This design comes from an exercise in tuning for small area and a short achievable clock period on the open sky130 flow, not from production work. In this exercise RTL edits were held to simulation tests only and were not proved equivalent to the original. Power and IR drop assume default switching activity.

## flow/flow/run.sh

```bash
#!/bin/bash
# Standard ORFS layout (the standard.sh, unchanged synthesis), with the
# timing repair steps asked to leave setup slack margin so that they
# optimise for a shorter period than the 14 ns constraint, and the port
# buffers made as plain buf_2 cells (the resizer still sizes them).
set -euo pipefail
bash standard.sh SETUP_SLACK_MARGIN=10.8 \
  "BUFFER_PORTS_ARGS=-buffer_cell sky130_fd_sc_hd__buf_2" finish > standard_flow.log 2>&1
```

## flow/standard.sh

```bash
#!/bin/bash
# synth_recipe.tcl (not shown) runs the flow's synth.tcl, then flattens the netlist and writes it again
# the make line also repeats each setting of config.mk as NAME=value (left out here)
make -C /OpenROAD-flow-scripts/flow DESIGN_CONFIG=/design/flow/config.mk WORK_HOME=/design/flow/orfs CLKGATE_MAP_FILE= SYNTH_SCRIPT=/design/flow/synth_recipe.tcl "${@:-finish}"
```

## flow/config.mk

```make
export PLATFORM = sky130hd
export DESIGN_NAME = cpu_top
export DESIGN_NICKNAME = cpu_top
export VERILOG_FILES = /design/flow/design.v
export SDC_FILE = /design/flow/constraint.sdc
export NUM_CORES = 4
export LEC_CHECK = 0
export CAP_MARGIN = 20
export CORE_MARGIN = 2
export CORE_UTILIZATION = 50
export SLEW_MARGIN = 20
export TNS_END_PERCENT = 5
```

## flow/constraint.sdc

```tcl
create_clock -name core_clock -period 14.0 [get_ports {clk}]
set_input_delay 2.8000 -clock core_clock [delete_from_list [all_inputs] [get_ports {clk}]]
set_output_delay 2.8000 -clock core_clock [all_outputs]
set_load 0.01 [all_outputs]
```

## flow/design.v

```verilog
`timescale 1ns/10ps
module prefix_add #(parameter int W = 32) (
    input  logic [W-1:0] a, b,
    input  logic         cin,
    output logic [W-1:0] sum,
    output logic         cout
);
    logic [W:0] g, p;
    always_comb begin
        g[0] = cin;
        p[0] = 1'b0;
        for (int k = 1; k <= W; k++) begin
            g[k] = a[k-1] & b[k-1];
            p[k] = a[k-1] ^ b[k-1];
        end
        for (int l = 0; (1 << l) <= W; l++)
            for (int k = 0; k <= W; k++)
                if ((k >> l) & 1) begin
                    g[k] = g[k] | (p[k] & g[((k >> l) << l) - 1]);
                    p[k] = p[k] & p[((k >> l) << l) - 1];
                end
    end
    always_comb
        for (int i = 0; i < W; i++)
            sum[i] = a[i] ^ b[i] ^ g[i];
    assign cout = g[W];
endmodule
`timescale 1ns/10ps
module branch_cond (
    input  logic [3:0] cc,
    input  logic       n, z, c, v,
    output logic       taken
);
    always_comb begin
        case (cc)
            4'b0000: taken = z;
            4'b0001: taken = !z;
            4'b0010: taken = c;
            4'b0011: taken = !c;
            4'b0100: taken = n;
            4'b0101: taken = !n;
            4'b0110: taken = v;
            4'b0111: taken = !v;
            4'b1000: taken = c && !z;
            4'b1001: taken = !c || z;
            4'b1010: taken = n == v;
            4'b1011: taken = n != v;
            4'b1100: taken = !z && (n == v);
            4'b1101: taken = z || (n != v);
            default: taken = 1'b0;
        endcase
    end
endmodule
module idec (
    input  logic [15:0] i,
    output logic [ 3:0] ra1,      
    output logic [ 2:0] ra2,      
    output logic [ 3:0] wa,       
    output logic        rw,       
    output logic        alusrc,   
    output logic        bl, bx, b, cb
);
    logic addsub_reg, addsub_imm, movimm, dp, sdi, mov, ldr, sp, cmp, dp_rw;
    assign addsub_reg = i[15:10] == 6'b000110;
    assign addsub_imm = i[15:10] == 6'b000111;
    assign movimm     = i[15:11] == 5'b00100;
    assign dp         = i[15:10] == 6'b010000;
    assign sdi        = i[15:10] == 6'b010001;
    assign mov        = sdi && i[9:8] == 2'b10;
    assign bx         = sdi && i[9:7] == 3'b110;
    assign bl         = sdi && i[9:6] == 4'b0100;
    assign ldr        = i[15:11] == 5'b01101;
    assign sp         = i[15:8] == 8'b10110000;
    assign cb         = i[15:12] == 4'b1101;
    assign b          = i[15:11] == 5'b11100;
    assign cmp        = dp && i[9:6] == 4'b1010;
    assign dp_rw      = dp && (i[9:6] == 4'b0000 || i[9:6] == 4'b0001 || i[9:6] == 4'b0010
                            || i[9:6] == 4'b0011 || i[9:6] == 4'b0100 || i[9:6] == 4'b0111
                            || i[9:6] == 4'b1100 || i[9:6] == 4'b1111);
    assign ra1    = sp ? 4'd13 : (mov || bx) ? i[6:3] : cmp ? {1'b0, i[2:0]} : {1'b0, i[5:3]};
    assign ra2    = addsub_reg ? i[8:6] : cmp ? i[5:3] : i[2:0];
    assign wa     = bl ? 4'd14 : sp ? 4'd13 : {1'b0, movimm ? i[10:8] : i[2:0]};
    assign rw     = addsub_reg || addsub_imm || movimm || dp_rw || mov || ldr || sp || bl;
    assign alusrc = addsub_imm || movimm || ldr || sp;
endmodule
`timescale 1ns/10ps
module cpu_top (
    input  logic clk,
    input  logic rst,
    input  logic activate,  
    input  logic isolate,   
    output logic [31:0] imem_addr,
    input  logic [15:0] imem_data,
    output logic [31:0] dmem_addr,
    output logic        dmem_wren,
    output logic        dmem_rden,
    output logic [31:0] dmem_wrdata,
    input  logic [31:0] dmem_rddata
);
    logic [31:0] pc, pc_prev;
    logic [15:0] instr;
    logic [31:0] r [0:7];
    logic [31:0] r13, r14;
    logic        n_reg, z_reg, c_reg, v_reg;
    logic        rst_q;      
    logic [31:0] a_ex, b_ex;
    logic [ 4:0] imm_ex;         
    logic        str_ex, add_ex, sub_ex, sh_ex;
    logic [ 3:0] lut_ex;         
    logic [ 1:0] shop_ex;        
    logic [ 3:0] fm_ex;          
    logic        rw_ex, mw_ex, mr_ex, bl_ex;
    logic [ 3:0] wa_ex;
    logic [31:0] exo_mem, wd_mem;
    logic        rw_mem, mw_mem, mr_mem;
    logic [ 3:0] wa_mem;
    logic [31:0] wb_val;
    logic        rw_wb;
    logic [ 3:0] wa_wb;
    logic d_addsub_reg, d_addsub_imm, d_movimm, d_dp, d_sdi, d_mov, d_bx, d_bl;
    logic d_ldr, d_str, d_sp, d_cb, d_b, d_cmp;
    logic [3:0] dpop;
    assign dpop         = instr[9:6];
    assign d_addsub_reg = instr[15:10] == 6'b000110;
    assign d_addsub_imm = instr[15:10] == 6'b000111;
    assign d_movimm     = instr[15:11] == 5'b00100;
    assign d_dp         = instr[15:10] == 6'b010000;
    assign d_sdi        = instr[15:10] == 6'b010001;
    assign d_mov        = d_sdi && instr[9:8] == 2'b10;
    assign d_bx         = d_sdi && instr[9:7] == 3'b110;
    assign d_bl         = d_sdi && instr[9:6] == 4'b0100;
    assign d_ldr        = instr[15:11] == 5'b01101;
    assign d_str        = instr[15:11] == 5'b01100;
    assign d_sp         = instr[15:8] == 8'b10110000;
    assign d_cb         = instr[15:12] == 4'b1101;
    assign d_b          = instr[15:11] == 5'b11100;
    assign d_cmp        = d_dp && dpop == 4'b1010;
    logic dp_and, dp_eor, dp_shift, dp_orr, dp_mvn;
    assign dp_and   = d_dp && dpop == 4'b0000;
    assign dp_eor   = d_dp && dpop == 4'b0001;
    assign dp_shift = d_dp && (dpop == 4'b0010 || dpop == 4'b0011 || dpop == 4'b0100 || dpop == 4'b0111);
    assign dp_orr   = d_dp && dpop == 4'b1100;
    assign dp_mvn   = d_dp && dpop == 4'b1111;
    logic [2:0] rd;
    logic [3:0] wa;
    assign rd  = d_movimm ? instr[10:8] : instr[2:0];
    assign wa  = d_bl ? 4'd14 : d_sp ? 4'd13 : {1'b0, rd};
    logic dec_rw, dec_add, dec_sub, dec_alusrc;
    logic [3:0] dec_lut, dec_fm;
    logic [7:0] dec_imm;
    assign dec_rw = d_addsub_reg || d_addsub_imm || d_movimm || dp_and || dp_eor || dp_shift
                 || dp_orr || dp_mvn || d_mov || d_ldr || d_sp || d_bl;
    assign dec_add = ((d_addsub_reg || d_addsub_imm) && !instr[9]) || d_ldr || d_str || (d_sp && !instr[7]);
    assign dec_sub = ((d_addsub_reg || d_addsub_imm) &&  instr[9]) || d_cmp || (d_sp && instr[7]);
    assign dec_alusrc = d_addsub_imm || d_movimm || d_ldr || d_sp;
    always_comb begin
        if (d_movimm)    dec_lut = 4'b1010;  
        else if (dp_and) dec_lut = 4'b1000;
        else if (dp_eor) dec_lut = 4'b0110;
        else if (dp_orr) dec_lut = 4'b1110;
        else if (dp_mvn) dec_lut = 4'b0011;
        else             dec_lut = 4'b1100;  
    end
    always_comb begin
        if (d_addsub_reg || d_addsub_imm || d_cmp) dec_fm = 4'b1111;
        else if (dp_shift)                         dec_fm = 4'b1110;
        else if (d_movimm || dp_and || dp_eor || dp_orr || dp_mvn) dec_fm = 4'b1100;
        else                                       dec_fm = 4'b0000;
    end
    always_comb begin
        if (d_addsub_imm)        dec_imm = {5'b0, instr[8:6]};
        else if (d_ldr || d_str) dec_imm = {3'b0, instr[10:6]};
        else if (d_sp)           dec_imm = {1'b0, instr[6:0]};
        else                     dec_imm = instr[7:0];
    end
    logic [31:0] b2, sum;
    logic [31:0] low;            
    logic        c31, c32;
    assign b2  = b_ex;
    logic [31:0] pg, pp, hp;
    always_comb begin
        pg[0] = sub_ex;
        pp[0] = 1'b0;
        for (int k = 1; k < 32; k++) begin
            pg[k] = a_ex[k-1] & b2[k-1];
            pp[k] = a_ex[k-1] ^ b2[k-1];
        end
        hp = pp;
        for (int l = 0; l < 5; l++)
            for (int k = 0; k < 32; k++)
                if ((k >> l) & 1) begin
                    pg[k] = pg[k] | (hp[k] & pg[((k >> l) << l) - 1]);
                    hp[k] = hp[k] & hp[((k >> l) << l) - 1];
                end
    end
    always_comb
        for (int k = 0; k < 31; k++)
            low[k] = a_ex[k] ^ b2[k] ^ pg[k];
    assign low[31] = pg[31];
    assign c31 = low[31];
    assign sum = {a_ex[31] ^ b2[31] ^ c31, low[30:0]};
    assign c32 = (a_ex[31] & b2[31]) | ((a_ex[31] | b2[31]) & c31);
    logic [31:0] lg;
    always_comb
        for (int i = 0; i < 32; i++)
            lg[i] = lut_ex[{a_ex[i], b_ex[i]}];
    logic [31:0] hx;
    logic        zsum;
    always_comb begin
        hx[0] = (a_ex[0] ^ b2[0]) ~^ sub_ex;
        for (int i = 1; i < 32; i++)
            hx[i] = (a_ex[i] ^ b2[i]) ~^ (a_ex[i-1] | b2[i-1]);
    end
    assign zsum = &hx;
    logic addsub_ex;
    assign addsub_ex = add_ex || sub_ex;
    logic alu_n, alu_z, alu_c, alu_v;
    assign alu_n = addsub_ex ? sum[31] : lg[31];
    assign alu_z = addsub_ex ? zsum : ~|lg;
    assign alu_c = addsub_ex && (c32 ^ sub_ex);
    assign alu_v = addsub_ex && (a_ex[31] == b2[31]) && (a_ex[31] != sum[31]);
    logic [1:0] fn_x, fc_x, fv_x, fz_y;
    always_comb
        for (int x = 0; x < 2; x++) begin
            fn_x[x] = fm_ex[3] ? (addsub_ex ? (a_ex[31] ^ b2[31] ^ x[0]) : lg[31]) : n_reg;
            fc_x[x] = fm_ex[1] ? (addsub_ex && (((a_ex[31] & b2[31]) | ((a_ex[31] | b2[31]) & x[0])) ^ sub_ex)) : c_reg;
            fv_x[x] = fm_ex[0] ? (addsub_ex && (a_ex[31] == b2[31]) && (a_ex[31] != (a_ex[31] ^ b2[31] ^ x[0]))) : v_reg;
        end
    assign fz_y[0] = fm_ex[2] ? 1'b0 : z_reg;
    assign fz_y[1] = fm_ex[2] ? 1'b1 : z_reg;
    logic [4:0]  k, rot;
    logic        big, lsl, asr, ror, allfill, fill;
    logic [31:0] rv, wrapm, shr;
    assign k    = a_ex[4:0];
    assign big  = |a_ex[31:6];
    assign lsl  = shop_ex == 2'b00;
    assign asr  = shop_ex == 2'b10;
    assign ror  = shop_ex == 2'b11;
    assign rot  = k ^ {5{lsl}};
    assign fill = asr && b_ex[31];
    assign allfill = big || (a_ex[5] && !ror);
    always_comb begin
        rv = lsl ? {b_ex[0], b_ex[31:1]} : b_ex;
        if (rot[0]) rv = {rv[ 0:0], rv[31: 1]};
        if (rot[1]) rv = {rv[ 1:0], rv[31: 2]};
        if (rot[2]) rv = {rv[ 3:0], rv[31: 4]};
        if (rot[3]) rv = {rv[ 7:0], rv[31: 8]};
        if (rot[4]) rv = {rv[15:0], rv[31:16]};
    end
    always_comb
        for (int i = 0; i < 32; i++)
            wrapm[i] = lsl ? (i < k) : ((i + k) >= 32 && !(ror && !a_ex[5]));
    always_comb
        for (int i = 0; i < 32; i++)
            shr[i] = (allfill || wrapm[i]) ? fill : rv[i];
    logic [31:0] ex_out, str_addr;
    prefix_add #(32) add_str (.a(a_ex), .b({27'b0, imm_ex}), .cin(1'b0), .sum(str_addr), .cout());
    assign ex_out = addsub_ex ? sum[31:0] : sh_ex ? shr : lg;
    logic [31:0] mem_out, mem_nold;
    assign mem_nold = exo_mem;
    assign mem_out  = mr_mem ? dmem_rddata : mem_nold;
    assign dmem_addr   = exo_mem;
    assign dmem_wren   = mw_mem;
    assign dmem_rden   = mr_mem;
    assign dmem_wrdata = wd_mem;
    logic [15:0] iw;
    logic [ 3:0] if_ra1;
    logic [ 2:0] if_ra2;
    logic        if_alusrc, if_bl, if_bx, if_b, if_cb, if_g2;
    assign iw = rst ? 16'b0 : imem_data;
    idec dec_if (.i(iw), .ra1(if_ra1), .ra2(if_ra2), .wa(), .rw(), .alusrc(if_alusrc),
                 .bl(if_bl), .bx(if_bx), .b(if_b), .cb(if_cb));
    assign if_g2 = !if_bl && !if_alusrc;
    logic [3:0] ra1_q;
    logic [2:0] ra2_q;
    logic       alusrc_q, bl_q, bx_q, b_q, cb_q;
    logic       fe1, fm1, fw1, fe2, fm2, fw2;
    always_ff @(posedge clk) begin
        ra1_q    <= if_ra1;
        ra2_q    <= if_ra2;
        alusrc_q <= if_alusrc;
        bl_q     <= if_bl;
        bx_q     <= if_bx;
        b_q      <= if_b;
        cb_q     <= if_cb;
        fe1 <= !rst && dec_rw && wa == if_ra1;
        fm1 <= rw_ex  && wa_ex  == if_ra1;
        fw1 <= rw_mem && wa_mem == if_ra1;
        fe2 <= if_g2 && !rst && dec_rw && wa == {1'b0, if_ra2};
        fm2 <= if_g2 && rw_ex  && wa_ex  == {1'b0, if_ra2};
        fw2 <= if_g2 && rw_mem && wa_mem == {1'b0, if_ra2};
    end
    logic [31:0] rf1, rf2;
    always_comb begin
        case (ra1_q)
            4'd0, 4'd1, 4'd2, 4'd3, 4'd4, 4'd5, 4'd6, 4'd7: rf1 = r[ra1_q[2:0]];
            4'd13:   rf1 = r13;
            4'd14:   rf1 = r14;
            4'd15:   rf1 = bx_q ? pc : pc_inc;   
            default: rf1 = 32'b0;
        endcase
    end
    logic [31:0] imm32;
    assign imm32 = {24'b0, dec_imm};
    assign rf2 = alusrc_q ? imm32 : bl_q ? pc_inc : r[ra2_q];
    logic [31:0] pc_inc;
    prefix_add #(32) add_inc (.a(pc), .b(32'b0), .cin(1'b1), .sum(pc_inc), .cout());
    logic        ld1, ld2;
    logic [31:0] d1, d2;
    assign ld1   = !fe1 && fm1 && mr_mem;
    assign ld2   = !fe2 && fm2 && mr_mem;
    assign d1    = ld1 ? dmem_rddata : fe1 ? ex_out : fm1 ? mem_nold : (fw1 && !bx_q) ? wb_val : rf1;
    assign d2    = ld2 ? dmem_rddata : fe2 ? ex_out : fm2 ? mem_nold : fw2 ? wb_val : rf2;
    logic [3:0] cond_xy;
    logic       cond;
    branch_cond bc0 (.cc(instr[11:8]), .n(fn_x[0]), .z(fz_y[0]), .c(fc_x[0]), .v(fv_x[0]), .taken(cond_xy[0]));
    branch_cond bc1 (.cc(instr[11:8]), .n(fn_x[1]), .z(fz_y[0]), .c(fc_x[1]), .v(fv_x[1]), .taken(cond_xy[1]));
    branch_cond bc2 (.cc(instr[11:8]), .n(fn_x[0]), .z(fz_y[1]), .c(fc_x[0]), .v(fv_x[0]), .taken(cond_xy[2]));
    branch_cond bc3 (.cc(instr[11:8]), .n(fn_x[1]), .z(fz_y[1]), .c(fc_x[1]), .v(fv_x[1]), .taken(cond_xy[3]));
    assign cond = cond_xy[{alu_z, c31}];
    logic [31:0] imm_br, br_tgt, pc_next;
    logic        taken;
    assign imm_br = bl_q ? {{26{instr[5]}}, instr[5:0]}
                  : b_q  ? {{21{instr[10]}}, instr[10:0]}
                  :        {{24{instr[7]}}, instr[7:0]};
    prefix_add #(32) add_br (.a(pc_prev), .b(imm_br), .cin(1'b0), .sum(br_tgt), .cout());
    assign taken  = b_q || bl_q || (cb_q && cond);
    assign pc_next = taken ? br_tgt : bx_q ? d1 : pc_inc;
    assign imem_addr = pc;
    always_ff @(posedge clk) begin
        pc      <= rst ? 32'b0 : pc_next;
        pc_prev <= pc;
        instr   <= rst ? 16'b0 : imem_data;
        rst_q   <= rst;
        a_ex      <= d1;
        b_ex      <= d2 ^ {32{dec_sub}};
        imm_ex    <= instr[10:6];
        str_ex    <= d_str;
        add_ex    <= dec_add;
        sub_ex    <= dec_sub;
        sh_ex     <= dp_shift;
        shop_ex   <= {dpop[2], dpop[0]};
        lut_ex    <= dec_lut;
        wa_ex     <= wa;
        fm_ex     <= rst ? 4'b0 : dec_fm;
        rw_ex     <= !rst && dec_rw;
        mw_ex     <= !rst && d_str;
        mr_ex     <= !rst && d_ldr;
        bl_ex     <= d_bl;
        exo_mem <= bl_ex ? b_ex : str_ex ? str_addr : ex_out;
        wd_mem  <= (rw_mem && wa_mem == wa_ex) ? mem_out : b_ex;
        rw_mem  <= rw_ex;
        mw_mem  <= mw_ex;
        mr_mem  <= mr_ex;
        wa_mem  <= wa_ex;
        wb_val <= mem_out;
        rw_wb  <= rw_mem;
        wa_wb  <= wa_mem;
        if (rst_q) begin
            n_reg <= 1'b0; z_reg <= 1'b0; c_reg <= 1'b0; v_reg <= 1'b0;
        end else begin
            if (fm_ex[3]) n_reg <= alu_n;
            if (fm_ex[2]) z_reg <= alu_z;
            if (fm_ex[1]) c_reg <= alu_c;
            if (fm_ex[0]) v_reg <= alu_v;
        end
    end
    logic [31:0] rf_wd;
    logic [ 9:0] rf_we;      
    assign rf_wd = rst_q ? 32'b0 : wb_val;
    always_comb begin
        for (int i = 0; i < 8; i++)
            rf_we[i] = rst_q || (rw_wb && wa_wb == i);
        rf_we[8] = rst_q || (rw_wb && wa_wb == 4'd13);
        rf_we[9] = rst_q || (rw_wb && wa_wb == 4'd14);
    end
    always_ff @(posedge clk) begin
        for (int i = 0; i < 8; i++)
            if (rf_we[i]) r[i] <= rf_wd;
        if (rf_we[8]) r13 <= rf_wd;
        if (rf_we[9]) r14 <= rf_wd;
    end
endmodule
```

==> results of run 1 <==
## what timing repair did
item,4_1_cts,5_1_grt
gates resized for setup,304,142
endpoints found under the setup margin,264,258
pin swaps,47,36
setup buffers,69,26
cloned,9,9
## cells in the final DEF, fill, tap and decap left out, types with 75 or more instances in the layout
cell type	n
ha_1	85
nor2b_1	89
mux2i_1	142
clkbuf_16	79
buf_2	136
dfxtp_1	183
mux4_2	112
a21oi_1	232
buf_4	151
edfxtp_1	320
o21ai_0	226
inv_1	150
xnor2_1	133
nor2_1	286
nand2_1	266
a221oi_1	75
## worst reg2reg max path, delay by kind of cell, from the launching register on
kind            cells  cell delay (ns)
compound gates     10             1.72
flops               1             0.34
fa+ha+maj           2             0.82
buf+inv             4             0.61
simple gates        3             0.46
## power by group through the flow
stage / Clock, W / Combinational [W] / Sequential, W
floorplan: 0 / 0.00138 / 0.00239
CTS: 0.00195 / 0.00223 / 0.00247
finish: 0.00193 / 0.00243 / 0.00249
detailed placement: 0 / 0.00204 / 0.00250
global placement: 0 / 0.00204 / 0.00250
global route: 0.00202 / 0.00253 / 0.00251
## kinds of logic after synthesis
kind of cell    Yosys count  share of synthesized area [%]
flops                   619                           40.9
fa+ha+maj               116                           4.06
buf+inv                 467                           4.78
mux                     311                           12.0
xor+xnor                212                           4.89
simple gates           1050                           13.7
compound gates         1108                           19.7
## per-stage QoR
stage | worst slack, ns | total power [W] | hold WS (ns)
6_report | 9.91 | 0.00686 | 0.327
5_1_grt | 9.80 | 0.00707 | 0.329
4_1_cts | 9.95 | 0.00665 | 0.328
3_5_place_dp | 8.12 | 0.00454 | 0.315
3_3_place_gp | 8.12 | 0.00454 | 0.311
2_1_floorplan | 9.49 | 0.00377 | 0.310
## cell type report
| cell class | count | area, sq um | area share, % |
|---|---|---|---|
| Inverter | 162 | 641 | 1.42 |
| Clock inverter | 33 | 455 | 1.01 |
| Sequential cell | 619 | 15900 | 35.2 |
| Timing Repair Buffer | 347 | 2950 | 6.54 |
| Multi-Input combinational cell | 2800 | 22000 | 48.7 |
| Clock buffer | 96 | 1970 | 4.37 |
| Tap cell | 978 | 1220 | 2.71 |
## path summary, 6_finish.rpt
| check | from | endpoint |
|---|---|---|
| min reg2reg | mr_ex | mr_mem |
| max reg2reg | a_ex[4] | pc[31] |
| min | mr_ex | mr_mem |
| max | rst | fm2 |
## layer usage
metal	share of wire (%)	track usage, %
met1	38	50.8
met2	43	58.5
met3	10	7.35
met4	7.9	23.4
met5	0.022	0
==> impl_results.md, run 1 <==
* CTS buffer count at 71
* Antenna Nets Post-Route at 0
* Chip height at about 280 um
* GP Congestion at 1.04
* Crit path buf inv count at 4
* Biggest cell delay along the critical path at 0.31 ns
* Peak Freq at 245 MHz
* CTS tree: built
* EDFF count, synth at 320
* Synth top area share at 25.2%
* Min Clock Period, post-route at 4.09 ns
* Sequential share of power at between 30% and 40%
* Filler cells at 6537
* Slew headroom at 27.1%
* Reg clk slew, reported paths at 0.06 ns
* Crit share post-route at 29.2%
* Synth unique cells at 95
* Max Cap Viol at 0
* Peak fanout along the critical path at 7
* Finished Cell Area at 45100 sq um
* Sequential fraction of the synthesis area at 40.9%
* DRC at 0
* Largest Register: r
* Top area cells in the synthesized netlist: edfxtp_1 (25%), dfxtp_1 (16%), mux4_2 (6.6%)
* NumNets Final at 4169
* Synthesis-stage register bit count at between 600 and 700
* Max FFs per register at 256
* Final core occ at 59.6%
* Unrepaired setup endpoints after global routing: true
* Clock Power Share at 28.2%
* Count leader, synth: edfxtp_1
* Die span in x at 280 um
* Cells after Synth at 3883
* Arr. time, crit path at about 4.7 ns
* Crit start category: input pin
* Synth area leader: edfxtp_1
* Setup Viol. Count Final at 0
* TNS Setup at 0 ns
* I/O pin total at 150
* 1st-pass router iterations at 8
* Root Driver: clkbuf_16
* Status: timing/DRC/antenna clean
* Pin count of the biggest net entering global routing at 102
* Cell mode on critical path: buf_12
* CP Cell Sequence: buf_12 > buf_12 > buf_1 > nor2b_2 > nand4_1 > buf_6 > mux2_4 > nor2_4 > a21oi_4 > xnor2_1 > nand4b_1 > nor3_2
* Slew Limit Fails at 0
* Fin cells at 5035
* Initial core utilization at 50.4%
* Main synth FF type: edfxtp_1
* Reg2Reg Depth at 19
* Worst-Skew Late Latency at between 0.6 and 0.7 ns
* Max Buffers Root-to-Sink at 3
* Gr usage total at 38.5%
* DR iter-0 viols at 4689
* Rows at approximately 100
* Initial antenna violation count at 6
* DR vias/cell at 6.82
* ANT cells at 0
* Input/output buffers at 147
* Drt total wl at roughly 160 mm
* Syn nets at 4051
* DR WL/cell at around 31 um
* Critical path depth at 12
* Worst VDD drop at 0.0977 mV
* Setup crit end kind: flip-flop
* Worst Max-Slew Pin Slew at 1.09 ns
* Crit path required time at 14.56 ns
* Global-route wire length before repair at about 220 mm
* Synth Warn # at 5
* Commonest cells post-synth: edfxtp_1 (320), dfxtp_1 (299), nor2_1 (290)
* Hold_buf cts at 0
* Synth Cell Area at ~38000 sq um
* Core box area at 75700 sq um
* Combinational share of power at 35.5%
* Max Clock Skew at about 0.025 ns
* Cells after DPL at 4793
* Switching part of the total at 37.2%
* Reg2reg setup slack at roughly 9.9 ns
* FFs w/ async S/R, synth at 0%
* Hold Crit Class: flip-flop to flip-flop
* Setup CP Type: input pin to flip-flop
* Hold depth at 0
* Pint at 0.00431 W
* Power per cell area at 152 nW/um^2
* Dpl cell area at 39800 sq um
* Mean post-synth cell area at 9.83 sq um
* CTS Sinks at 619
* Leak at 17.0 nW
* Via count of the first global-routing pass at 31895
* Remaining global-route overflow at 0
* Hold Violations, Final at 0
* Share of layout cells above drive strength 1 at a little under a quarter
* Worst path slowest cell: mux2_4
* H-tree Lvls at 3
* Area Growth Syn to Fin at 18.2%
* Sw power at around 0.0025 W
* Detailed-placement wirelength estimate at 105 mm
* Die ar. at 78500 sq um
* Via count at 34323
* Crit-path leading delay family: simple AND/OR/NAND/NOR gates
==> run 2: changes to the inputs <==
--- a/flow/config.mk
+++ b/flow/config.mk
@@ -5,6 +5,7 @@
 export SDC_FILE = /design/flow/constraint.sdc
 export NUM_CORES = 4
 export LEC_CHECK = 0
+export ABC_AREA = 1
 export CAP_MARGIN = 20
 export CORE_MARGIN = 2
 export CORE_UTILIZATION = 50
==> run 2 against run 1 <==
Compared with the run above: still clean on timing, DRC and antenna; synthesized cell count increased by 33%; combinational power decreased by 13%; via count increased by 15%; largest cell class unchanged; highest routed layer is now met4.
==> impl_results.md, run 2 <==
* Antenna Nets Post-Route at 0
* Initial core utilization at between 50% and 60%
* Synth area leader: edfxtp_1
* Worst VDD drop at 0.0958 mV
* Clock Power Share at 28.7%
* Peak fanout along the critical path at 3
* Hold Violations, Final at 0
* Gr usage total at 39.7%
* Met3 wire len at 20.0 mm
* Area Growth Syn to Fin at 17.2%
* Die span in x at 279 um
* Peak Freq at 249 MHz
* Drt total wl at 161 mm
* Pin count of the biggest net entering global routing at 65
* Reg2Reg Depth at 16
* Sequential fraction of the synthesis area at 41.1%
* Min-Delay Endpoint: mw_mem
* Filler cells at 7076
* Cells after DPL at 6116
* Unrepaired setup endpoints after global routing: true
* Area of the multi-input gates at 20500 sq um
* Reg area at 15800 sq um
* Reg clk slew, reported paths at 0.06 ns
* Most frequent cells in the layout: nand2_1 (1355), nand3_1 (505), inv_1 (451)
* Crit-path leading delay family: flip-flops
* Setup CP Type: flip-flop to output pin
* Setup crit end kind: output pin
* Crit start category: flip-flop
* Reg2reg setup slack at slightly above 10 ns
* Worst path slowest cell: dfxtp_1
* Input/output buffers at 147
* Highest routed layer: met4
* DR iter-0 viols at 5743
* Hold Crit Class: flip-flop to flip-flop
* Top area cells in the synthesized netlist: edfxtp_1 (25%), dfxtp_1 (16%), nand2_1 (14%)
* Synth Warn # at 5
* Share of layout cells above drive strength 1 at between 10% and 20%
* Leak at 19.0 nW
* Largest Register: r
* Status: timing/DRC/antenna clean
* Max Clock Skew at 0.0424 ns
* Root Driver: clkbuf_16
* Biggest cell delay along the critical path at 0.42 ns
* Synthesis-stage register bit count at 619
* Via count of the first global-routing pass at 35171
* CTS Sinks at 619
* Power per cell area at 144 nW/um^2
* Chip height at 279 um
* Slew headroom at 25.3%
* TNS Setup at 0 ns
* DP Worst Slack at 8.47 ns
* GP Congestion at 1.02
* EDFF count, synth at 320
* Die ar. at around 78000 sq um
* Crit path buf inv count at 1
* 1st-pass router iterations at 9
* Combinational share of power at 33.1%
* Worst Hold Launch: mw_ex
* Commonest cells post-synth: nand2_1 (1382), nand3_1 (535), inv_1 (487)
* Syn nets at 5333
* Pint at 0.00395 W
* Remaining global-route overflow at 0
* Hold_buf cts at 0
* Global-route wire length before repair at ~230 mm
* Switching part of the total at 38.4%
* Crit share post-route at 28.7%
* Mean post-synth cell area at 7.35 sq um
* Slew Limit Fails at 0
* R2R Path Start: ra1_q[2]
* Finished Cell Area at 44500 sq um
* Dpl cell area at 39600 sq um
* H-tree Lvls at 3
* Synth top area share at 25.3%
* Worst-Skew Late Latency at 0.64 ns
* DR WL/cell at ~25 um
* DR vias/cell at 6.17
* CTS buffer count at 71
* NumNets Final at ~5500
* Detailed-placement wirelength estimate at around 110 mm
* Crit path required time at roughly 11 ns
* FFs w/ async S/R, synth at 0%
* Cells after Synth at 5165
* Final setup margin at 9.98 ns
* CTS tree: built
* Via count at 39357
* Arr. time, crit path at 1.22 ns
* Metal2 WL at 68.3 mm
* Min Clock Period, post-route at 4.02 ns
* Fin cells at 6376
* Count leader, synth: nand2_1
* Sw power at 0.00246 W
* Core box area at 75600 sq um
* Max Cap Viol at 0
* Synth Cell Area at 37900 sq um
* Most common cell after layout, fill and taps aside: nand2_1
* Rows at 101
* Setup Viol. Count Final at 0
* M1 WL at 65.2 mm
* Worst Max-Slew Pin Slew at 1.12 ns
* Synth unique cells at between 60 and 70
* Initial antenna violation count at 3
* Reg2Reg Capture Point: pc[4]
* I/O pin total at 150
* Sequential share of power at 38.2%
* Hold depth at 0
* Main synth FF type: edfxtp_1
* CP Cell Sequence: buf_2
* Final core occ at 58.8%
* Max FFs per register at 256
* DRC at 0
* Max Buffers Root-to-Sink at 3
run 2: layout make-up:
class | count | area share (%)
Antenna cell | 4 | 0.0225
Clock buffer | 89 | 4.29
Clock inverter | 38 | 0.847
Inverter | 509 | 4.59
Multi-Input combinational cell | 3796 | 46.1
Sequential cell | 619 | 35.5
Tap cell | 978 | 2.75
Timing Repair Buffer | 338 | 5.84
Timing Repair inverter | 5 | 0.0928
run 2: kinds of logic (layout without fill, tap and decap cells):
kind of cell	count (synthesis)	in the layout	synth area share [%]
compound gates	1067	1067	16.4
simple gates	2494	2502	27.9
flops	619	619	41.1
other cells	0	4	0
fa+ha+maj	116	116	4.08
xor+xnor	111	111	2.62
buf+inv	758	979	7.90
run 2: worst register-to-register path, delay by kind of cell, from the launching register on:
family          cells  cell delay (ns)
compound gates      5             0.94
buf+inv             3             0.99
flops               1             0.69
simple gates        8             1.21
run 2: worst max path at each step:
stage                      from             to  cells past startpoint
floorplan                   rst            fm2                     13
global placement            rst            fm1                     11
detailed placement          rst            fm1                     11
CTS                      mr_mem      dmem_rden                      2
global route                rst            fw2                     13
finish              exo_mem[22]  dmem_addr[22]                      1
run 2: timing repair:
item | 4_1_cts | 5_1_grt
setup endpoints to repair | 257 | 221
endpoints found under the hold margin | 0 | 0
buffers inserted | 73 | 37
cloned | 14 | 5
pin swaps | 36 | 32
resized for setup | 289 | 112
run 2: power groups by stage:
stage	clock [W]	combinational, W	sequential, W
2_1_floorplan	0	0.00121	0.00241
3_3_place_gp	0	0.00182	0.00247
3_5_place_dp	0	0.00182	0.00247
4_1_cts	0.00185	0.00198	0.00244
5_1_grt	0.00192	0.00229	0.00247
6_report	0.00184	0.00212	0.00245
run 2: metrics by stage:
step / hold WS [ns] / power [W]
after global routing: 0.344 / 0.00668
after floorplan: 0.310 / 0.00362
after detailed placement: 0.312 / 0.00430
final: 0.326 / 0.00642
after global placement: 0.312 / 0.00429
after CTS: 0.325 / 0.00626
run 2: metal layers:
metal | up-vias | GRT usage, %
met2 | 2566 | 59.4
met4 | 0 | 15.9
li1 | 17900 | -
met3 | 400 | 7.96
met5 | - | 0
met1 | 18491 | 56.3
==> run 3: changes to the inputs <==
--- a/flow/design.v
+++ b/flow/design.v
@@ -108,6 +108,7 @@
     logic        str_ex, add_ex, sub_ex, sh_ex;
     logic [ 3:0] lut_ex;         
     logic [ 1:0] shop_ex;        
+    logic        lsl_ex;
     logic [ 3:0] fm_ex;          
     logic        rw_ex, mw_ex, mr_ex, bl_ex;
     logic [ 3:0] wa_ex;
@@ -233,7 +234,7 @@
     logic [31:0] rv, wrapm, shr;
     assign k    = a_ex[4:0];
     assign big  = |a_ex[31:6];
-    assign lsl  = shop_ex == 2'b00;
+    assign lsl  = lsl_ex;
     assign asr  = shop_ex == 2'b10;
     assign ror  = shop_ex == 2'b11;
     assign rot  = k ^ {5{lsl}};
@@ -267,7 +268,7 @@
     logic [ 3:0] if_ra1;
     logic [ 2:0] if_ra2;
     logic        if_alusrc, if_bl, if_bx, if_b, if_cb, if_g2;
-    assign iw = rst ? 16'b0 : imem_data;
+    assign iw = imem_data;
     idec dec_if (.i(iw), .ra1(if_ra1), .ra2(if_ra2), .wa(), .rw(), .alusrc(if_alusrc),
                  .bl(if_bl), .bx(if_bx), .b(if_b), .cb(if_cb));
     assign if_g2 = !if_bl && !if_alusrc;
@@ -279,14 +280,14 @@
         ra1_q    <= if_ra1;
         ra2_q    <= if_ra2;
         alusrc_q <= if_alusrc;
-        bl_q     <= if_bl;
-        bx_q     <= if_bx;
-        b_q      <= if_b;
-        cb_q     <= if_cb;
-        fe1 <= !rst && dec_rw && wa == if_ra1;
+        bl_q     <= !rst && if_bl;
+        bx_q     <= !rst && if_bx;
+        b_q      <= !rst && if_b;
+        cb_q     <= !rst && if_cb;
+        fe1 <= dec_rw && wa == if_ra1;
         fm1 <= rw_ex  && wa_ex  == if_ra1;
         fw1 <= rw_mem && wa_mem == if_ra1;
-        fe2 <= if_g2 && !rst && dec_rw && wa == {1'b0, if_ra2};
+        fe2 <= if_g2 && dec_rw && wa == {1'b0, if_ra2};
         fm2 <= if_g2 && rw_ex  && wa_ex  == {1'b0, if_ra2};
         fw2 <= if_g2 && rw_mem && wa_mem == {1'b0, if_ra2};
     end
@@ -340,6 +341,7 @@
         sub_ex    <= dec_sub;
         sh_ex     <= dp_shift;
         shop_ex   <= {dpop[2], dpop[0]};
+        lsl_ex    <= dpop[3:0] == 4'b0010;
         lut_ex    <= dec_lut;
         wa_ex     <= wa;
         fm_ex     <= rst ? 4'b0 : dec_fm;
--- a/flow/flow/run.sh
+++ b/flow/flow/run.sh
@@ -4,5 +4,5 @@
 # optimise for a shorter period than the 14 ns constraint, and the port
 # buffers made as plain buf_2 cells (the resizer still sizes them).
 set -euo pipefail
-bash standard.sh SETUP_SLACK_MARGIN=10.8 \
+bash standard.sh SETUP_SLACK_MARGIN=10.4 \
   "BUFFER_PORTS_ARGS=-buffer_cell sky130_fd_sc_hd__buf_2" finish > standard_flow.log 2>&1
--- a/flow/config.mk
+++ b/flow/config.mk
@@ -5,7 +5,6 @@
 export SDC_FILE = /design/flow/constraint.sdc
 export NUM_CORES = 4
 export LEC_CHECK = 0
-export ABC_AREA = 1
 export CAP_MARGIN = 20
 export CORE_MARGIN = 2
 export CORE_UTILIZATION = 50
==> run 3 against run 2 <==
Compared with the run above: synthesized cell count is 26% lower; design area fell by 1.1%; setup slack worse by 0.20 ns; largest power group unchanged; sequential cell count is 1 higher; critical path type is now flip-flop to flip-flop; clock power is 3% higher.
==> impl_results.md, run 3 <==
* Peak fanout along the critical path at 23
* Core box area at 74600 sq um
* Pin count of the biggest net entering global routing at 65
* Antenna Nets Post-Route at 0
* Final core occ at 59.0%
* Max Clock Skew at between 0.06 and 0.07 ns
* Most common cell after layout, fill and taps aside: edfxtp_1
* Hold Violations, Final at 0
* Filler cells at 6179
* Reg area at 15800 sq um
* 1st-pass router iterations at 9
* Rows at 100
* Max FFs per register at 256
* Cells after Synth at 3833
* Count leader, synth: edfxtp_1
* Leak at 16.8 nW
* Worst path slowest cell: o32ai_1
* Most frequent cells in the layout: edfxtp_1 (320), nand2_1 (295), nor2_1 (282)
* Worst Max-Slew Pin Slew at 1.20 ns
* Hold Crit Class: flip-flop to flip-flop
* Synth Cell Area at 37700 sq um
* Setup crit end kind: flip-flop
* Setup Viol. Count Final at 0
* Final Power at 0.00663 W
* Input/output buffers at 147
* Crit path required time at 14.47 ns
* Via count of the first global-routing pass at 32555
* DR vias/cell at 6.97
* Top area cells in the synthesized netlist: edfxtp_1 (25%), dfxtp_1 (16%), mux4_2 (6.7%)
* Root Driver: clkbuf_16
* Main synth FF type: edfxtp_1
* CP Cell Sequence: buf_12 > buf_4 > clkinv_2 > buf_12 > o211a_1 > o32ai_1 > mux4_2 > mux2i_1 > a21oi_1 > o22ai_1 > a21oi_1 > mux2i_1 > o21ai_0
* Area of the multi-input gates at 21400 sq um
* Syn nets at 4001
* Gr usage total at 41.2%
* Arr. time, crit path at 4.69 ns
* DRC at 0
* DR WL/cell at 33.1 um
* Slew headroom at 20.2%
* Remaining global-route overflow at 0
* Reg clk slew, reported paths at 0.09 ns
* CTS Sinks at 620
* Crit path buf inv count at 4
* DR iter-0 viols at 5361
* Crit start category: flip-flop
* Via count at 34585
* Max Cap Viol at 0
* Synth Warn # at 5
* Chip height at 279 um
* Synthesis-stage register bit count at 620
* Mean post-synth cell area at 9.84 sq um
* Min Clock Period, post-route at about 4.2 ns
* Fin cells at roughly 5000
* Synth unique cells at 98
* Finished Cell Area at 44000 sq um
* Power per cell area at 151 nW/um^2
* Initial antenna violation count at 8
* Area Growth Syn to Fin at 16.7%
* EDFF count, synth at 320
* NumNets Final at 4104
* Sequential fraction of the synthesis area at 41.4%
* Unrepaired setup endpoints after global routing: true
* Setup CP Type: flip-flop to flip-flop
* Status: timing/DRC/antenna clean
* Worst VDD drop at ~0.12 mV
* Slew Limit Fails at 0
* CTS buffer count at 71
* H-tree Lvls at 3
* Detailed-placement wirelength estimate at 115 mm
* Initial core utilization at 50.6%
* Cells after DPL at 4749
* Crit share post-route at 30.1%
* Dpl cell area at 39400 sq um
* GP Congestion at 1.02
* TNS Setup at 0 ns
* CTS tree: built
* Drt total wl at 164 mm
* Max Buffers Root-to-Sink at 3
* I/O pin total at 150
* Largest Register: r
* Biggest cell delay along the critical path at approximately 0.78 ns
* Commonest cells post-synth: edfxtp_1 (320), dfxtp_1 (300), nand2_1 (296)
* Synth top area share at 25.5%
* Die span in x at 279 um
* Peak Freq at 237 MHz
* Share of layout cells above drive strength 1 at 21.3%
* Hold_buf cts at 0
* Global-route wire length before repair at 233 mm
* Worst-Skew Late Latency at 0.65 ns
* Synth area leader: edfxtp_1
* Crit-path leading delay family: compound AO/OA/AOI/OAI gates
* FFs w/ async S/R, synth at 0%
* Die ar. at 77600 sq um
==> run 3: changes by cell type after synthesis, sizes merged, moves of 87 or more <==
cell and delta:
nor2 -87, xnor2 +123, o21ai -228, mux4 +113
inv -336, mux2i +129, nand3 -463, nand2 -1092
==> run 3: layout make-up <==
cell class / instances / area share, %
Inverter: 168 / 1.48
Antenna cell: 2 / 0.0114
Sequential cell: 620 / 36.0
Timing Repair Buffer: 316 / 5.74
Multi-Input combinational cell: 2759 / 48.6
Clock buffer: 97 / 4.45
Tap cell: 969 / 2.76
Clock inverter: 33 / 0.953
==> run 3: kinds of logic (layout without fill, tap and decap cells) <==
kind of cell    Yosys count  count (layout)  synth area share [%]
compound gates         1087            1088                  19.7
simple gates           1028            1028                  12.9
flops                   620             620                  41.4
buf+inv                 455             614                  4.69
mux                     300             300                  11.9
xor+xnor                227             227                  5.33
fa+ha+maj               116             116                  4.11
other cells               0               2                     0
==> run 3: final timing paths <==
| kind | start | to | slack, ns | cells past startpoint |
|---|---|---|---|---|
| setup reg to reg | a_ex[0] | exo_mem[27] | 9.78 | 13 |
| hold / removal | mr_ex | mr_mem | 0.33 | 0 |
| hold reg to reg | mr_ex | mr_mem | 0.33 | 0 |
| setup / recovery | a_ex[0] | exo_mem[27] | 9.78 | 13 |
==> run 3: where the power goes <==
group          switching [W]  internal [W]
Clock               0.000831       0.00106
Sequential          0.000287       0.00220
Combinational        0.00135      0.000893
==> run 3: stage by stage <==
stage | hold WS, ns | setup slack (ns)
2_1_floorplan | 0.310 | 9.90
3_3_place_gp | 0.312 | 8.47
3_5_place_dp | 0.320 | 8.43
4_1_cts | 0.331 | 9.81
5_1_grt | 0.336 | 9.73
6_report | 0.332 | 9.78
==> run 3: what timing repair did <==
item,in CTS,in global routing
buffers inserted,59,12
cloned,9,3
pin swaps,25,19
setup endpoints to repair,238,238
endpoints found under the hold margin,0,0
gates resized for setup,219,95
==> run 3: layer usage <==
metal  vias up  wire, um  global-route usage (%)
li1      14591         -                       -
met1     17034     62000                    53.8
met2      2428     71800                    62.6
met3       530     17600                    8.44
met4         2     12600                    26.3
met5         -        12                       0
==> run 3: worst register-to-register path, cell delays in order, from the launching register on <==
cell,delay [ns]
dfxtp_4,0.36
buf_12,0.11
buf_4,0.14
clkinv_2,0.19
buf_12,0.24
o211a_1,0.22
o32ai_1,0.78
mux4_2,0.41
mux2i_1,0.07
a21oi_1,0.36
o22ai_1,0.19
a21oi_1,0.43
mux2i_1,0.14
o21ai_0,0.43
==> run 4: changes to the inputs <==
--- a/flow/config.mk
+++ b/flow/config.mk
@@ -5,8 +5,9 @@
 export SDC_FILE = /design/flow/constraint.sdc
 export NUM_CORES = 4
 export LEC_CHECK = 0
+export ABC_AREA = 1
 export CAP_MARGIN = 20
 export CORE_MARGIN = 2
 export CORE_UTILIZATION = 50
 export SLEW_MARGIN = 20
-export TNS_END_PERCENT = 5
+export TNS_END_PERCENT = 0
==> run 4 against run 3 <==
Compared with the run above: still clean; non-clock buffer count down 37; routed wire length down 3.4%; synthesized cell count up 37%; largest cell class unchanged; largest power group unchanged.
==> impl_results.md, run 4 <==
* Status: timing/DRC/antenna clean
* Drt total wl at 159 mm
* Crit start category: flip-flop
* Arr. time, crit path at 1.17 ns
* Worst path slowest cell: dfxtp_4
* Main synth FF type: edfxtp_1
* Synth Warn # at 5
* Initial core utilization at 50.5%
* Min Clock Period, post-route at 3.97 ns
* Top area cells in the synthesized netlist: edfxtp_1 (25%), dfxtp_1 (16%), nand2_1 (14%)
* Worst Max-Slew Pin Slew at 1.18 ns
* Gr usage total at between 30 and 40%
* Synthesis-stage register bit count at 620
* CTS buffer count at 70
* Slew headroom at 21.2%
* Input/output buffers at 147
* Detailed-placement wirelength estimate at 114 mm
* Peak Freq at ~250 MHz
* Synth top area share at 25.0%
* Sequential share of power at between 30% and 40%
* Slew Limit Fails at 0
* Combinational share of power at 29.5%
* FFs w/ async S/R, synth at 0%
* Final Power at 0.00625 W
* Rows at 101
* Via count of the first global-routing pass at 34397
* CP Cell Sequence: buf_2
* Leak at 19.2 nW
* Most frequent cells in the layout: nand2_1 (1431), nand3_1 (570), inv_1 (543)
* I/O pin total at 150
* Synth Cell Area at just under 40000 sq um
* Biggest cell delay along the critical path at between 0.3 and 0.4 ns
* Via count at just under 40000
* Power per cell area at 144 nW/um^2
* Crit path required time at approximately 11 ns
* Max Clock Skew at around 0.058 ns
* 1st-pass router iterations at 6
* CTS Sinks at 620
* Synth area leader: edfxtp_1
* Cells after Synth at about 5200
* EDFF count, synth at 320
* Crit-path leading delay family: flip-flops
* Hold Violations, Final at 0
* GP Congestion at 0.994
* CTS tree: built
* Reg clk slew, reported paths at 0.06 ns
* Most common cell after layout, fill and taps aside: nand2_1
* Die span in x at 281 um
* DR iter-0 viols at 5737
* Max Buffers Root-to-Sink at 3
* Synth unique cells at 69
* Unrepaired setup endpoints after global routing: true
* Remaining global-route overflow at 0
* Syn nets at 5412
* Global-route wire length before repair at 228 mm
* Pin count of the biggest net entering global routing at 67
* Commonest cells post-synth: nand2_1 (1436), nand3_1 (573), inv_1 (553)
* Hold_buf cts at 0
* Max FFs per register at 256
* H-tree Lvls at 3
* Pint at 0.00392 W
* Core box area at about 76000 sq um
* Setup crit end kind: output pin
* Setup CP Type: flip-flop to output pin
* Finished Cell Area at 43500 sq um
* Max Cap Viol at 0
* Clock Power Share at about a third
* DR WL/cell at 24.6 um
* Count leader, synth: nand2_1
* DRC at 0
* NumNets Final at 5522
* Die ar. at 79100 sq um
* Largest Register: r
* Chip height at 281 um
* Sequential fraction of the synthesis area at a little over 40%
* DR vias/cell at 6.04
* Crit path buf inv count at 1
* Peak fanout along the critical path at 2
* Root Driver: clkbuf_16
* Hold Crit Class: flip-flop to flip-flop
* Setup Viol. Count Final at 0
* Worst-Skew Late Latency at 0.66 ns
* Mean post-synth cell area at about 7.3 sq um
* Share of layout cells above drive strength 1 at 11.9%
* Switching part of the total at a little under two fifths
* TNS Setup at 0 ns
* Crit share post-route at 28.3%
* Sw power at roughly 0.0023 W
* Area Growth Syn to Fin at 13.2%
* Antenna Nets Post-Route at 0
* Initial antenna violation count at 6
* Dpl cell area at 40000 sq um
* Worst VDD drop at 0.119 mV
==> run 4: cell count changes in the layout (fill, tap and decap cells not counted), moves of 43 or more <==
cell	before	now
a211oi_1	52	9
inv_1	157	543
mux2_2	55	0
mux2i_1	122	0
mux4_2	113	0
nand2_1	295	1431
nand2b_1	48	0
nand3_1	73	570
nor2_1	282	339
nor2b_1	71	0
o21ai_0	194	321
o22ai_1	43	88
xnor2_1	146	18
==> run 4: logic make-up after synthesis <==
kind of cell               count (synthesis)  share of synthesized area, %
AOI/OAI and AO/OA                        978                          15.1
xor gates and xnor gates                 104                          2.43
adders and majority gates                116                          4.03
buffers and inverters                    832                          8.84
DFF                                      620                          40.6
and+or+nand+nor                         2594                          29.0
==> run 4: final timing paths <==
| path | startpoint | end | slack, ns | cells past startpoint |
|---|---|---|---|---|
| setup / recovery | exo_mem[17] | dmem_addr[17] | 10.03 | 1 |
| hold / removal | mr_ex | mr_mem | 0.32 | 0 |
| setup reg to reg | lsl_ex | pc[4] | 10.05 | 17 |
| hold reg to reg | mr_ex | mr_mem | 0.32 | 0 |
==> run 4: timing repair <==
item / CTS / global route
cloned: 3 / 1
setup endpoints to repair: 238 / 227
pin swaps: 11 / 9
setup buffers: 49 / 12
gates resized for setup: 156 / 37
==> run 4: power by group through the flow <==
stage | Combinational [W] | Clock (W) | Sequential (W)
5_1_grt | 0.00200 | 0.00207 | 0.00244
3_3_place_gp | 0.00174 | 0 | 0.00244
4_1_cts | 0.00179 | 0.00199 | 0.00241
2_1_floorplan | 0.00115 | 0 | 0.00238
6_report | 0.00185 | 0.00199 | 0.00242
3_5_place_dp | 0.00174 | 0 | 0.00244
==> run 4: layer usage <==
layer	track usage, %	wire (um)
met5	0	38
met4	15.5	6820
met3	8.98	20000
met2	57.5	66000
met1	55.9	65800
==> run 4: through the flow <==
stage	hold WS [ns]	std cells	util (%)	setup WS (ns)
2_1_floorplan	0.310	5244	-	9.77
3_3_place_gp	0.312	6247	52.6	9.28
3_5_place_dp	0.312	6247	52.6	9.27
4_1_cts	0.325	6427	56.9	10.04
5_1_grt	0.338	6440	57.2	9.95
6_report	0.324	6442	57.2	10.03
==> run 4: final cells by class <==
type	count	area, sq um
Fill cell	7351	32600
Multi-Input combinational cell	3794	19800
Sequential cell	620	15800
Inverter	587	2240
Clock buffer	84	1930
Timing Repair Buffer	279	1830
Tap cell	1030	1290
Clock inverter	44	586
Timing Repair inverter	2	15.0
Antenna cell	2	5.00
==> run 5: changes to the inputs <==
--- a/flow/config.mk
+++ b/flow/config.mk
@@ -8,6 +8,6 @@
 export ABC_AREA = 1
 export CAP_MARGIN = 20
 export CORE_MARGIN = 2
-export CORE_UTILIZATION = 50
+export CORE_UTILIZATION = 40
 export SLEW_MARGIN = 20
-export TNS_END_PERCENT = 0
+export TNS_END_PERCENT = 5
==> run 5 against run 4 <==
Compared with the run above: still clean; worst hold slack better by 0.0025 ns; clock skew is 0.031 ns lower; clock power is 4% lower; final cell count is 3.3% higher; via count is 0.94% lower; power is 0.98% lower.
==> impl_results.md, run 5 <==
* NumNets Final at ~5500
* Via count of the first global-routing pass at 34637
* Synthesis-stage register bit count at 620
* FFs w/ async S/R, synth at 0%
* Rows at 113
* Setup CP Type: flip-flop to output pin
* Area Growth Syn to Fin at 13.2%
* Main synth FF type: edfxtp_1
* Synth area leader: edfxtp_1
* Status: timing/DRC/antenna clean
* Initial core utilization at between 40% and 50%
* Power per cell area at 142 nW/um^2
* Final core occ at 45.7%
* Peak fanout along the critical path at 2
* Post-synthesis xor/xnor area fraction at roughly 2.4%
* Area share of and/or/nand/nor cells after synthesis at 29.0%
* Root Driver: clkbuf_16
* Syn nets at 5412
* TNS Setup at 0 ns
* Max Cap Viol at 0
* EDFF count, synth at 320
* Chip height at 314 um
* Reg clk slew, reported paths at 0.05 ns
* Sequential fraction of the synthesis area at between 40% and 50%
* Most frequent cells in the layout: nand2_1 (1428), nand3_1 (568), inv_1 (539)
* Max Buffers Root-to-Sink at 3
* CTS tree: built
* Leak at 19.0 nW
* Arr. time, crit path at about 1.3 ns
* Mux contribution to synthesized area at 0%
* Crit path required time at roughly 11 ns
* Via count at approximately 39000
* Synth Area in Adders at 4.03%
* Worst Max-Slew Pin Slew at 1.09 ns
* Synth Cell Area at 38400 sq um
* Drt total wl at around 160 mm
* Synth unique cells at 69
* Peak Freq at 245 MHz
* DR vias/cell at 5.79
* Max Clock Skew at 0.0265 ns
* Antenna Nets Post-Route at 0
* Worst VDD drop at 0.0930 mV
* Slew Limit Fails at 0
* Largest family of logic cells by synthesized area: simple AND/OR/NAND/NOR gates
* Crit share post-route at 29.2%
* Top area cells in the synthesized netlist: edfxtp_1 (25%), dfxtp_1 (16%), nand2_1 (14%)
* ANT cells at 0
* Core box area at 95200 sq um
* Detailed-placement wirelength estimate at 116 mm
* Biggest cell delay along the critical path at 0.45 ns
* 1st-pass router iterations at 8
* Crit path buf inv count at 1
* DR WL/cell at about 24 um
* Hold Crit Class: flip-flop to flip-flop
* CTS buffer count at 74
* Global-route wire length before repair at 232 mm
* Count leader, synth: nand2_1
* Remaining global-route overflow at 0
* DP Worst Slack at 9.25 ns
* GP Congestion at 0.973
* Worst-Skew Late Latency at 0.66 ns
* Input/output buffers at roughly 150
* H-tree Lvls at 3
* Hold Violations, Final at 0
* Largest Register: r
* Synth top area share at 25.0%
* Share of layout cells above drive strength 1 at 11.6%
* Min Clock Period, post-route at 4.08 ns
* Crit-path leading delay family: flip-flops
* Cells after Synth at between 5000 and 6000
* Mean post-synth cell area at 7.33 sq um
* Initial antenna violation count at 12
* Setup Viol. Count Final at 0
* CTS Sinks at 620
* Gr usage total at between 30% and 40%
* Hold WS at 0.326 ns
* Synth Warn # at 5
* Fin cells at 6656
* Final setup margin at 9.92 ns
* Commonest cells post-synth: nand2_1 (1436), nand3_1 (573), inv_1 (553)
* Die ar. at 98600 sq um
* CP Cell Sequence: buf_2
* Slew headroom at 26.5%
* DR iter-0 viols at 5659
* DRC at 0
* I/O pin total at 150
* Cells after DPL at 6480
* Unrepaired setup endpoints after global routing: true
* Synth Area in Compound Gates at 15.1%
* Max FFs per register at 256
* Crit start category: flip-flop
* Die span in x at 314 um
* Worst path slowest cell: dfxtp_1
* Setup crit end kind: output pin
* Pin count of the biggest net entering global routing at 65
* Most common cell after layout, fill and taps aside: nand2_1
==> run 5: changes by cell type in the layout (fill, tap and decap cells not counted), sizes merged, moves of 4 or more <==
cell / previous run / this run
bufinv: 8 / 3
clkinv: 37 / 30
buf: 276 / 251
clkbuf: 87 / 98
clkinvlp: 12 / 16
==> run 5: metrics by stage <==
step / total power, W / instance area, sq um
after global placement: 0.00419 / 40300
final: 0.00619 / 43500
after detailed placement: 0.00420 / 40300
after global routing: 0.00645 / 43500
after CTS: 0.00614 / 43200
after floorplan: 0.00353 / 38400
==> run 5: layout make-up <==
cell class	count	area, sq um
clock buffers	98	2020
clock inverters	36	365
fillers	9486	51600
inverters	587	2250
multi-input cells	3793	19800
flip-flops and latches	620	15800
well taps	1265	1580
repair buffers	253	1670
repair inverters	4	25.0
==> run 5: what timing repair did <==
item,in CTS,in global routing
endpoints found under the hold margin,0,0
endpoints found under the setup margin,238,171
buffers inserted,15,20
hold buffers,0,0
pin swaps,2,15
gates cloned,6,1
gates resized for setup,135,48
==> run 5: cells by family after synthesis <==
family	count (synthesis)
buf+inv	832
simple gates	2594
compound gates	978
xor+xnor	104
flops	620
fa+ha+maj	116
==> run 5: worst paths after layout <==
path,startpoint,endpoint,slack [ns],depth (start not counted)
setup / recovery,exo_mem[18],dmem_addr[18],9.92,1
hold / removal,mw_ex,mw_mem,0.33,0
setup reg to reg,ra2_q[1],b_ex[2],10.09,16
hold reg to reg,mw_ex,mw_mem,0.33,0
==> run 5: power by group <==
| part | internal [W] | leakage [nW] | total (W) | switching [W] |
|---|---|---|---|---|
| Clock | 0.00109 | 1.16 | 0.00192 | 0.000829 |
| Sequential | 0.00221 | 5.80 | 0.00242 | 0.000211 |
| Combinational | 0.000546 | 12.0 | 0.00185 | 0.00131 |
| Total | 0.00384 | 19.0 | 0.00619 | 0.00235 |
==> run 5: metal layers <==
layer | share of wire (%) | global-route usage (%) | wire length (um) | vias to the layer above
met4 | 4.7 | 13.1 | 7520 | 18
met5 | 0.077 | 0 | 124 | -
li1 | - | - | - | 17848
met3 | 11 | 7.40 | 18400 | 384
met1 | 42 | 44.8 | 68300 | 18061
met2 | 42 | 46.5 | 67400 | 2216
==> run 6: changes to the inputs <==
--- a/flow/flow/run.sh
+++ b/flow/flow/run.sh
@@ -4,5 +4,5 @@
 # optimise for a shorter period than the 14 ns constraint, and the port
 # buffers made as plain buf_2 cells (the resizer still sizes them).
 set -euo pipefail
-bash standard.sh SETUP_SLACK_MARGIN=10.4 \
+bash standard.sh SETUP_SLACK_MARGIN=10.0 \
   "BUFFER_PORTS_ARGS=-buffer_cell sky130_fd_sc_hd__buf_2" finish > standard_flow.log 2>&1
--- a/flow/config.mk
+++ b/flow/config.mk
@@ -8,6 +8,6 @@
 export ABC_AREA = 1
 export CAP_MARGIN = 20
 export CORE_MARGIN = 2
-export CORE_UTILIZATION = 40
+export CORE_UTILIZATION = 50
 export SLEW_MARGIN = 20
 export TNS_END_PERCENT = 5
==> run 6 against run 5 <==
Compared with the run above: utilization rose by 11 points; clock skew rose by 0.034 ns; setup slack improved by 0.0076 ns; non-clock buffer count fell by 29; routed wire length fell by 3.1%; first-iteration DRC count fell by 1.1%; maximum frequency rose by 0.19%; critical endpoint is now dmem_addr[7]; clock-buffer cell count fell by 14; power rose by 0.35%; clock power rose by 4%; area after synthesis did not move; design area fell by 1.5%.
==> impl_results.md, run 6 <==
* Sw power at 0.00233 W
* Combinational share of power at 29.1%
* Crit start category: flip-flop
* CTS tree: built
* Most frequent cells in the layout: nand2_1 (1431), nand3_1 (572), inv_1 (547)
* Cells after Synth at 5244
* Remaining global-route overflow at 0
* Setup crit end kind: output pin
* Worst Max-Slew Pin Slew at ~1.2 ns
* Synth Warn # at 5
* R2R Path Start: ra1_q[2]
* Reg2Reg Capture Point: pc[28]
* Main synth FF type: edfxtp_1
* Slew Limit Fails at 0
* GP Congestion at 0.994
* Reg2reg setup slack at 10.00 ns
* Crit-path leading delay family: flip-flops
* Input/output buffers at 147
* Commonest cells post-synth: nand2_1 (1436), nand3_1 (573), inv_1 (553)
* Peak Freq at roughly 250 MHz
* Worst-Skew Late Latency at 0.67 ns
* Via count of the first global-routing pass at 34160
* Slew headroom at 22.7%
* Peak fanout along the critical path at 3
* Initial core utilization at about half
* CP Cell Sequence: buf_2
* Leak at 18.8 nW
* Hold Violations, Final at 0
* Sequential fraction of the synthesis area at 40.6%
* Reg clk slew, reported paths at 0.06 ns
* Clock Power Share at 32.0%
* Antenna Nets Post-Route at 0
* EDFF count, synth at 320
* Crit path buf inv count at 1
* Crit path required time at 11.20 ns
* I/O pin total at 150
* Global-route wire length before repair at 226 mm
* Pint at just under 0.004 W
* Min Clock Period, post-route at 4.07 ns
* DRC at 0
* FFs w/ async S/R, synth at 0%
* Crit share post-route at between 20% and 30%
* Core box area at 76100 sq um
* Rows at 101
* Chip height at 281 um
* Setup CP Type: flip-flop to output pin
* Setup Viol. Count Final at 0
* Root Driver: clkbuf_16
* Die ar. at 79100 sq um
* Arr. time, crit path at 1.27 ns
* Power per cell area at 145 nW/um^2
* Switching part of the total at 37.4%
* NumNets Final at 5467
* Drt total wl at 157 mm
* DR iter-0 viols at about 5600
* Hold Crit Class: flip-flop to flip-flop
* Worst path slowest cell: dfxtp_1
* Pin count of the biggest net entering global routing at 67
* Top area cells in the synthesized netlist: edfxtp_1 (25%), dfxtp_1 (16%), nand2_1 (14%)
* Synth top area share at 25.0%
* Share of layout cells above drive strength 1 at 10.5%
* Unrepaired setup endpoints after global routing: true
* CTS Sinks at 620
* Hold_buf cts at 0
* DR WL/cell at 24.5 um
* Fin cells at ~6400
* Biggest cell delay along the critical path at between 0.4 and 0.5 ns
* Synth unique cells at 69
* Setup crit start: exo_mem[7]
* Max FFs per register at 256
* Die span in x at between 200 and 300 um
* Count leader, synth: nand2_1
* CP endpoint: dmem_addr[7]
* Synth area leader: edfxtp_1
* Max Cap Viol at 0
* Area Growth Syn to Fin at 11.5%
* Synthesis-stage register bit count at 620
* Syn nets at 5412
* Largest Register: r
* Status: timing/DRC/antenna clean
* Gr usage total at roughly two fifths
* 1st-pass router iterations at 7
* TNS Setup at 0 ns
* Critical path depth at 1
* Cells after DPL at 6247
* Sequential share of power at 38.9%
* Max Clock Skew at 0.0606 ns
* CTS buffer count at 70
* Synth Cell Area at 38400 sq um
* Max Buffers Root-to-Sink at 3
* DR vias/cell at 6.04
* Most common cell after layout, fill and taps aside: nand2_1
* Via count at 38562
* Worst VDD drop at around 0.12 mV
* Mean post-synth cell area at approximately 7.3 sq um
* H-tree Lvls at 3
* Detailed-placement wirelength estimate at 114 mm
* Initial antenna violation count at 5
* Reg2Reg Depth at 14
[run 6: cell counts after synthesis]
No cell type changed its count.
[run 6: layout make-up]
class                           instances  area, sq um
Clock buffer                           84         1930
Timing Repair Buffer                  224         1330
Multi-Input combinational cell       3794        19700
Clock inverter                         44          586
Inverter                              587         2230
Tap cell                             1030         1290
Timing Repair inverter                  2         15.0
Sequential cell                       620        15700
Antenna cell                            1         2.50
Fill cell                            7430        33200
[run 6: through the flow]
stage | total power (W) | worst slack, ns | hold slack (ns) | utilization (%) | area [sq um]
after floorplan | 0.00353 | 9.77 | 0.310 | - | 38400
after global placement | 0.00417 | 9.28 | 0.312 | 52.6 | 40000
after detailed placement | 0.00418 | 9.27 | 0.312 | 52.6 | 40000
after CTS | 0.00615 | 9.91 | 0.326 | 56.0 | 42600
after global routing | 0.00647 | 9.84 | 0.340 | 56.3 | 42800
final | 0.00621 | 9.93 | 0.326 | 56.3 | 42800
[run 6: worst min-delay path by stage]
stage,to,start,slack [ns],cells past startpoint
after floorplan,mr_mem,mr_ex,0.31,0
after global placement,mr_mem,mr_ex,0.31,0
after detailed placement,mr_mem,mr_ex,0.31,0
after CTS,mr_mem,mr_ex,0.33,0
after global routing,mr_mem,mr_ex,0.34,0
final,mr_mem,mr_ex,0.33,0
[run 6: cell families after synthesis]
group           after synthesis  synth area share (%)
compound gates              978                  15.1
fa+ha+maj                   116                  4.03
buf+inv                     832                  8.84
flops                       620                  40.6
simple gates               2594                  29.0
xor+xnor                    104                  2.43
[run 6: per-layer routing]
metal	up-vias	track usage [%]	share of wire, %
met5	-	0	0.024
met4	6	15.8	4.5
met3	347	8.77	12
met2	2404	56.9	41
met1	18054	55.1	42
li1	17751	-	-
[run 6: power by group through the flow]
stage / Sequential (W) / Clock (W) / Combinational, W
final: 0.00242 / 0.00199 / 0.00181
after global routing: 0.00244 / 0.00207 / 0.00196
after CTS: 0.00241 / 0.00199 / 0.00175
after detailed placement: 0.00244 / 0 / 0.00174
after global placement: 0.00244 / 0 / 0.00174
after floorplan: 0.00238 / 0 / 0.00115
[run 6: what timing repair did]
action,CTS,global route
gates resized for setup,46,57
setup buffers,0,6
pin swaps,0,4
hold endpoints to repair,0,0
gates cloned,2,2
endpoints found under the setup margin,124,118

[afterwards: timing with drivers on the ports]
No port has a modelled driver above. Below, the same layouts with a new extraction and two added sets of constraints.
Step 1 sets driving cells, clkbuf_16 on the clock port and buf_2 on the other inputs (assumed; they add their load-dependent delay and slew).
Step 2 times the ports against the registers' clock, not the clock port: input delays grow and output delays shrink by t, the midpoint of the rising clock arrivals with the driver on.
Three values: no drivers, after step 1, after step 2; two values: the first two.
| run | t, ns | slack for setup (ns) | worst register clock-pin slew, ns | pins driven straight from the clock port |
|---|---|---|---|---|
| run 1 | 0.709 | 9.914 / 9.867 / 9.225 | 0.07 / 0.07 | 1 |
| run 2 | 0.690 | 9.979 / 9.911 / 9.234 | 0.06 / 0.06 | 1 |
| run 3 | 0.692 | 9.782 / 9.728 / 9.306 | 0.09 / 0.09 | 1 |
| run 4 | 0.715 | 10.034 / 9.958 / 9.380 | 0.07 / 0.07 | 1 |
| run 5 | 0.722 | 9.919 / 9.844 / 9.346 | 0.07 / 0.07 | 1 |
| run 6 | 0.714 | 9.926 / 9.851 / 9.394 | 0.07 / 0.07 | 1 |
After both steps setup and hold are still met in every run listed. For run 2, which loses most, drivers alone change the setup slack by -0.068 ns; drivers and shift together by -0.745 ns.
